This is an optimization exercise on Yosys and OpenROAD, whose aim is small area, not a production implementation. The RTL of this run was laid out without a check of its function.

`flow/run.sh`:
```
#!/bin/bash
# synth_recipe.tcl (not shown) runs the flow's synth.tcl, then flattens the netlist and writes it again
# the make line also repeats each setting of config.mk as NAME=value (left out here)
make -C /OpenROAD-flow-scripts/flow DESIGN_CONFIG=/design/flow/config.mk WORK_HOME=/design/flow/orfs CLKGATE_MAP_FILE= SYNTH_SCRIPT=/design/flow/synth_recipe.tcl finish
```
`flow/config.mk`:
```
export PLATFORM = sky130hd
export DESIGN_NAME = ppu
export DESIGN_NICKNAME = ppu
export VERILOG_FILES = /design/flow/design.v
export SDC_FILE = /design/flow/constraint.sdc
export NUM_CORES = 4
export LEC_CHECK = 0
export CAP_MARGIN = 20
export CORE_MARGIN = 2
export CORE_UTILIZATION = 40
export SLEW_MARGIN = 20
```
`flow/constraint.sdc`:
```
create_clock -name core_clock -period 40.0 [get_ports {clk}]
set_input_delay 8.0000 -clock core_clock [delete_from_list [all_inputs] [get_ports {clk}]]
set_output_delay 8.0000 -clock core_clock [all_outputs]
set_load 0.01 [all_outputs]
```
`flow/design.v`:
```
`timescale 1ns / 1ps
module ppu(
	input wire clk,
	input wire rst,
	input wire sync,
	input wire [2:0] mode,
	input wire [7:0] data_i,
	input wire stb_i,
	output reg ack_i,
	output reg [7:0] data_o,
	output reg stb_o,
	input wire ack_o
);
parameter buffer_num = 32;
parameter buffer_index_bits = 4;
parameter buffer_size = buffer_num * 8 - 1;
/*verilator lint_off UNUSEDSIGNAL*/
reg [19:0] ring_line;  
/*verilator lint_on UNUSEDSIGNAL*/
reg output_available;
parameter LINE = 799;
parameter SCREEN = 524;
reg [9:0] sx;
reg [9:0] sy;
reg frame_alternate;
reg frame_alternate_delayed;
always @(posedge clk or negedge rst ) begin
	if (!rst) begin
		sx <= 0;
		sy <= 0;
		frame_alternate <= 0;
		frame_alternate_delayed <= 0;
  end else begin
    if (sync == 1) begin
      sx <= 0;
      sy <= 0;
      frame_alternate <= 0;
    end else begin
      frame_alternate_delayed <= frame_alternate;
      if (sx == LINE) begin   
        sx <= 0;
        if (sy == SCREEN) begin   
          sy <= 0;
          frame_alternate <= ~frame_alternate;
        end else begin
          sy <= sy + 1;
        end
      end else begin
        sx <= sx + 1;
      end
    end
	end
end
reg [7:0] frame_counter;
reg [9:0] pattern_counter;  
always @(posedge clk or negedge rst) begin
	if (!rst) begin
		frame_counter <= 0;
		pattern_counter <= 0;
	end else begin
		if (frame_alternate & !frame_alternate_delayed) begin
			frame_counter <= frame_counter + 1;
			if (frame_counter == 1) begin
				frame_counter <= 0;
				pattern_counter <= pattern_counter + 1;
			end
		end
		if (sync == 1) begin
			pattern_counter <= ring_line[19:10];
		end
	end
end
always @(posedge clk or negedge rst) begin
	if (!rst) begin
		ring_line <= 20'b0;
		ack_i <= 1'b0;
	end else if(stb_i == 1) begin
		ring_line <= {ring_line[11:0], data_i};
		ack_i <= 1'b1;
	end else begin
		ack_i <= 1'b0;
	end
end
reg [4:0] random_pattern;  
/*verilator lint_off UNUSEDSIGNAL*/
reg [0:0] pixel_pattern_r;  
reg [0:0] pixel_pattern_g;
reg [0:0] pixel_pattern_b;
/*verilator lint_off UNUSEDSIGNAL*/
always @(posedge clk or negedge rst) begin
	if (!rst) begin
		data_o <= 0;
		stb_o <= 0;
		output_available <= 1;
		random_pattern <= 0;
		pixel_pattern_r <= 0;
		pixel_pattern_g <= 0;
		pixel_pattern_b <= 0;
  end else begin
	if (ack_o==1) begin
		stb_o <= 0;
		output_available <= 1'b1;
	end
	if (output_available) begin
		case (mode)
			3'd0: begin
				data_o <= data_i;  
			end
			3'd1: begin
				if (((((sy+pattern_counter) ^ (sx+pattern_counter))%7) | (((sy+pattern_counter) ^ (sx+pattern_counter))%9))>1)  begin
					data_o[7:6] <= 2'b00;
					data_o[5:4] <= 2'b11;
				end else begin
					data_o[7:6] <= 2'b11;
					data_o[5:4] <= 2'b00;
				end
				if (((((sy+pattern_counter+1) ^ (sx+pattern_counter+1))%7) | (((sy+pattern_counter+1) ^ (sx+pattern_counter+1))%9))>1)  begin
					data_o[3:2] <= 2'b00;
				end else begin
					data_o[3:2] <= 2'b11;
				end
			end
			3'd2: begin
				data_o [7:6] <= {2{sx[5]}};
				data_o [5:4] <= {2{sx[6]}};
				data_o [3:2] <= {2{sx[7]}};
				data_o [1] <= 0;
			end
			3'd3: begin
				random_pattern <= ring_line[9:0];
				pixel_pattern_r <=  (((((sx>>1)+pattern_counter) ^ ((sy>>1)+pattern_counter)) %7) | ((((sx>>1)+pattern_counter) ^ ((sy>>1)+pattern_counter)) %11)) ^ random_pattern;
				pixel_pattern_g <=  (((((sx>>1)+pattern_counter) ^ ((sy>>1)+pattern_counter)) %7) | ((((sx>>1)+pattern_counter) ^ ((sy>>1)+pattern_counter)) %11)) ^ (random_pattern>>2);
				pixel_pattern_b <=  (((((sx>>1)+pattern_counter+3) ^ ((sy>>1)+pattern_counter+3)) %7) | ((((sx>>1)+pattern_counter+3) ^ ((sy>>1)+pattern_counter+3)) %11))  ^ (random_pattern>>4);
				data_o [7:6] <= {2{pixel_pattern_r[0]}};
				data_o [5:4] <= {2{pixel_pattern_g[0]}};
				data_o [3:2] <= {2{pixel_pattern_b[0]}};
				data_o [1:0] <= 0;
			end
			3'd4: begin
				data_o [7] <= (((sy>>2) + pattern_counter) ^ (sx>>2) ) % 7 < 1;
				data_o [6] <= (((sy>>2) + pattern_counter) ^ (sx>>2)) % 7 < 1;
				data_o [5] <= (((sy) + pattern_counter + pattern_counter) ^ (sx)) % 7 < 1;
				data_o [4] <= (((sy) + pattern_counter + pattern_counter) ^ (sx)) % 7 < 1;
				data_o [3] <= ((sy>>2) ^ (sx>>2)) % 7 < 1;
				data_o [2] <= ((sy>>2) ^ (sx>>2)) % 7 < 1;
				data_o [1:0] <= 0;
			end
			3'd5: begin
				data_o[7:6] <= (((sy >> 3) + (pattern_counter >> 2)) ^ (sx >> 3)) % 9 < 1 ? 2'b11 : 2'b00;  
				data_o[5:4] <= (((sy >> 3) + (pattern_counter >> 2)) ^ (sx >> 3)) % 9 < 1 ? 2'b10 : 2'b00;  
				data_o[3:2] <= (((sy >> 3) + (pattern_counter >> 2)) ^ (sx >> 3)) % 9 < 1 ? 2'b01 : 2'b00;  
				data_o[1:0] <= 2'b00;
				if ((((sy >> 3) + (pattern_counter >> 2) + 1) ^ (sx >> 3)) % 9 < 1) begin
					data_o[7:6] <= 2'b01;  
					data_o[5:4] <= 2'b01;  
					data_o[3:2] <= 2'b01;  
				end
			end
			3'd6: begin
			end
			3'd7: begin
			end
		endcase
		stb_o <= 1;
		output_available <= 1'b0;
	end
  end
end
endmodule
```
==> notes.md <==
[sequential cells by signal, summed over array words and instances, names as in the netlist]
register,flops
ack_i,1
pixel_pattern_g,1
frame_alternate,1
frame_counter,8
sx,10
data_o,8
sy,10
pixel_pattern_b,1
random_pattern,3
pixel_pattern_r,1
pattern_counter,10
ring_line,20
stb_o,1
output_available,1
frame_alternate_delayed,1
[final timing paths]
check	startpoint	to	slack (ns)	cells after the start
setup reg to reg	pattern_counter[0]	data_o[4]	27.33	43
setup / recovery	pattern_counter[0]	data_o[4]	27.33	43
max in group asynchronous	rst	pattern_counter[2]	31.82	1
hold reg to reg	frame_counter[7]	frame_counter[7]	0.48	1
min in group asynchronous	rst	data_o[3]	7.65	1
hold / removal	frame_counter[7]	frame_counter[7]	0.48	1
[cells in the final DEF, fill, tap and decap left out, types with 53 or more instances in the layout]
cell type	n
nand2_1	296
nor2_1	296
a21oi_1	234
xnor2_1	225
o21ai_0	212
nand3_1	119
nor3_1	114
ha_1	111
inv_1	107
xor2_1	88
dfrtp_1	76
a211oi_1	61
buf_4	57
a31oi_1	53
[layer usage]
| metal | wire length, um | global-route usage (%) | vias up |
|---|---|---|---|
| li1 | - | - | 12100 |
| met1 | 34400 | 34.4 | 11400 |
| met2 | 29900 | 36.1 | 731 |
| met3 | 3860 | 2.56 | 65 |
| met4 | 1060 | 4.00 | 0 |
| met5 | 0 | 0 | - |
[cells by family (layout without fill, tap and decap cells)]
family / Yosys count / count (layout) / synth area share (%)
flip-flops: 77 / 77 / 8.56
AO/OA/AOI/OAI: 1101 / 1101 / 33.6
buffers and inverters: 236 / 209 / 4.10
AND/OR/NAND/NOR: 1236 / 1236 / 27.5
XOR/XNOR: 334 / 334 / 14.1
multiplexers: 90 / 90 / 4.24
adder cells (fa/ha/maj): 143 / 143 / 7.90
[area by class of cell]
cell class / count / area (um2)
Clock inverter: 7 / 72.6
Tap cell: 748 / 936
Inverter: 111 / 417
Clock buffer: 9 / 225
Sequential cell: 77 / 1930
Timing Repair Buffer: 82 / 679
Fill cell: 5716 / 31500
Multi-Input combinational cell: 2904 / 19700
[synthesized netlist by cell type, types with 17 or more instances]
master | number | share of area [%]
xnor2_1 | 226 | 8.8
or2_2 | 34 | 0.94
o21bai_1 | 22 | 0.73
or3_1 | 38 | 1.1
nor2b_1 | 37 | 1.0
nand3_1 | 119 | 2.6
and3_1 | 50 | 1.4
maj3_1 | 25 | 1.1
nand2b_1 | 39 | 1.1
inv_1 | 107 | 1.8
mux2_2 | 36 | 1.8
a211oi_1 | 61 | 2.0
mux2i_1 | 51 | 2.3
o21a_1 | 32 | 1.1
nor4_1 | 35 | 0.97
a31oi_1 | 53 | 1.5
clkbuf_1 | 101 | 1.7
nor3_1 | 114 | 2.5
ha_1 | 111 | 6.2
o21ai_0 | 212 | 4.7
xor2_1 | 88 | 3.4
dfrtp_1 | 76 | 8.4
o22ai_1 | 35 | 0.97
o21ai_1 | 25 | 0.56
and2_1 | 38 | 1.1
o31ai_1 | 40 | 1.3
nand4_1 | 51 | 1.4
a21boi_0 | 17 | 0.57
nand2_1 | 296 | 4.9
o211ai_1 | 52 | 1.7
buf_2 | 17 | 0.38
a21oi_1 | 234 | 5.2
nor2_1 | 296 | 4.9
a211o_1 | 17 | 0.66
a21o_1 | 39 | 1.3
[per-stage QoR]
stage | cell area [um2] | hold slack (ns)
5_1_grt | 23900 | 0.498
4_1_cts | 23900 | 0.478
6_report | 23900 | 0.479
3_5_place_dp | 23600 | 0.464
2_1_floorplan | 22500 | 0.446
3_3_place_gp | 23600 | 0.467
[worst max-delay path: cells and delay by family, from the launching register on]
kind | cells | cell delay, ns
fa+ha+maj | 6 | 1.87
flops | 1 | 0.53
compound gates | 26 | 7.18
buf+inv | 1 | 0.11
simple gates | 8 | 2.00
xor+xnor | 2 | 0.88
==> flow_summary.toml <==
[cts]
cts_setup_buffers = 0
htreeDepth = 3
path_clk_slew_ns = 0.07
numCtsBuffers = 9
cts_buffer_depth = 2
clock-sinks = 77
cts_tree = "built"
clk_latency_ns = 0.35
cts_resized = 0
ctsHoldBuffers = 0
cts-root-buf = "clkbuf_16"

[timing]
hold_viol_final = 0
post-route-period-util_pct = 31.7
max_freq_ghz = 0.0789
slew_headroom_pct = 25.8
fin_crit_ns = 12.67
tightest_slew_ns = 1.10
maxSlewViolCount = 0
rsz0062_at_grt = "no"
finalSetupViolations = 0
setup_tns_ns = 0
layout_setup_ws_ns = 27.33
skew_ns = 0.00769

[critical_path]
slowest_delay_ns = 0.90
critPathKind = "reg2reg"
critPathLaunchType = "flop"
crit_fanout = 10
arrival_ns = 12.93
crit_required_ns = 40.26
path_common_cell = "a21oi_1"
cp-end-kind = "flop"
cp_slowest_cell = "o31ai_1"

[place]
hpwl_mm = 53.3
placedCellCount = 3922
pre_cts_slack_ns = 27.65
portBuffers = 25
gp_congestion = 0.895

[route]
drt_iter0_drc = 2044
vias = 24300
wl_mm = 69.3
firstDrtPassIters = 5
wl_per_cell_um = 17.6
postRouteAntennaNets = 0
drc = 0
via_per_inst = 6.17

[logic_synthesis]
ys_seq_area_share_pct = 8.56
synthesis.instances = 3217
avgSynthCellArea_um2 = 7.00
synth_area_um2 = 22500
synth_top_flop_cell = "dfrtp_1"
synth_edf_count = 0
netlist-cell-type-count = 124
async_flop_share_pct = 100
synth_nets = 3351
yosysWarnings = 1
ys_ff_latch = 77

[worst_hold_path]
hold_class = "reg2reg"

[outcome]
status = "no timing/DRC/antenna violations"

[layout]
final_util_pct = 43.2
final_nets = 3319
area_growth_pct = 6.31
drive_gt1_share_pct = 7.34
instances_no_fill = 3938
diodes = 0

[floorplan]
die_w_um = 241
placementRows = 86
top_level_ports = 26
die_height_um = 241
start_util_pct = 40.6
coreArea_um2 = 55400
die_area_um2 = 58200

[global_routing]
grt_pass1_wl_mm = 113
antenna_found_initial = 0
grt_max_degree = 78
grt_pass1_vias = 21700
overflow = 0
grtUsageTotal_pct = 23.1

[run]
max-cap-violations = 0

re-timing with driven ports:
The results above use ideal ports. As a check the final layout listed here was re-extracted and re-timed, cells and wires unchanged.
Step 1 sets driving cells, clkbuf_16 on the clock port and buf_2 on the other inputs (assumed; they add their load-dependent delay and slew).
Step 2 times the ports against the registers' clock, not the clock port: input delays grow and output delays shrink by t, the midpoint of the rising clock arrivals with the driver on.
Three values: no drivers, after step 1, after step 2; two values: the first two.
t (ns): 0.388
slack for setup (ns): 27.332 / 27.332 / 27.332
worst setup path after step 2: register to register
After both steps setup and hold are still met in this run. The setup slack of this run moves by 0.000 ns with the drivers and by 0.000 ns with both steps.
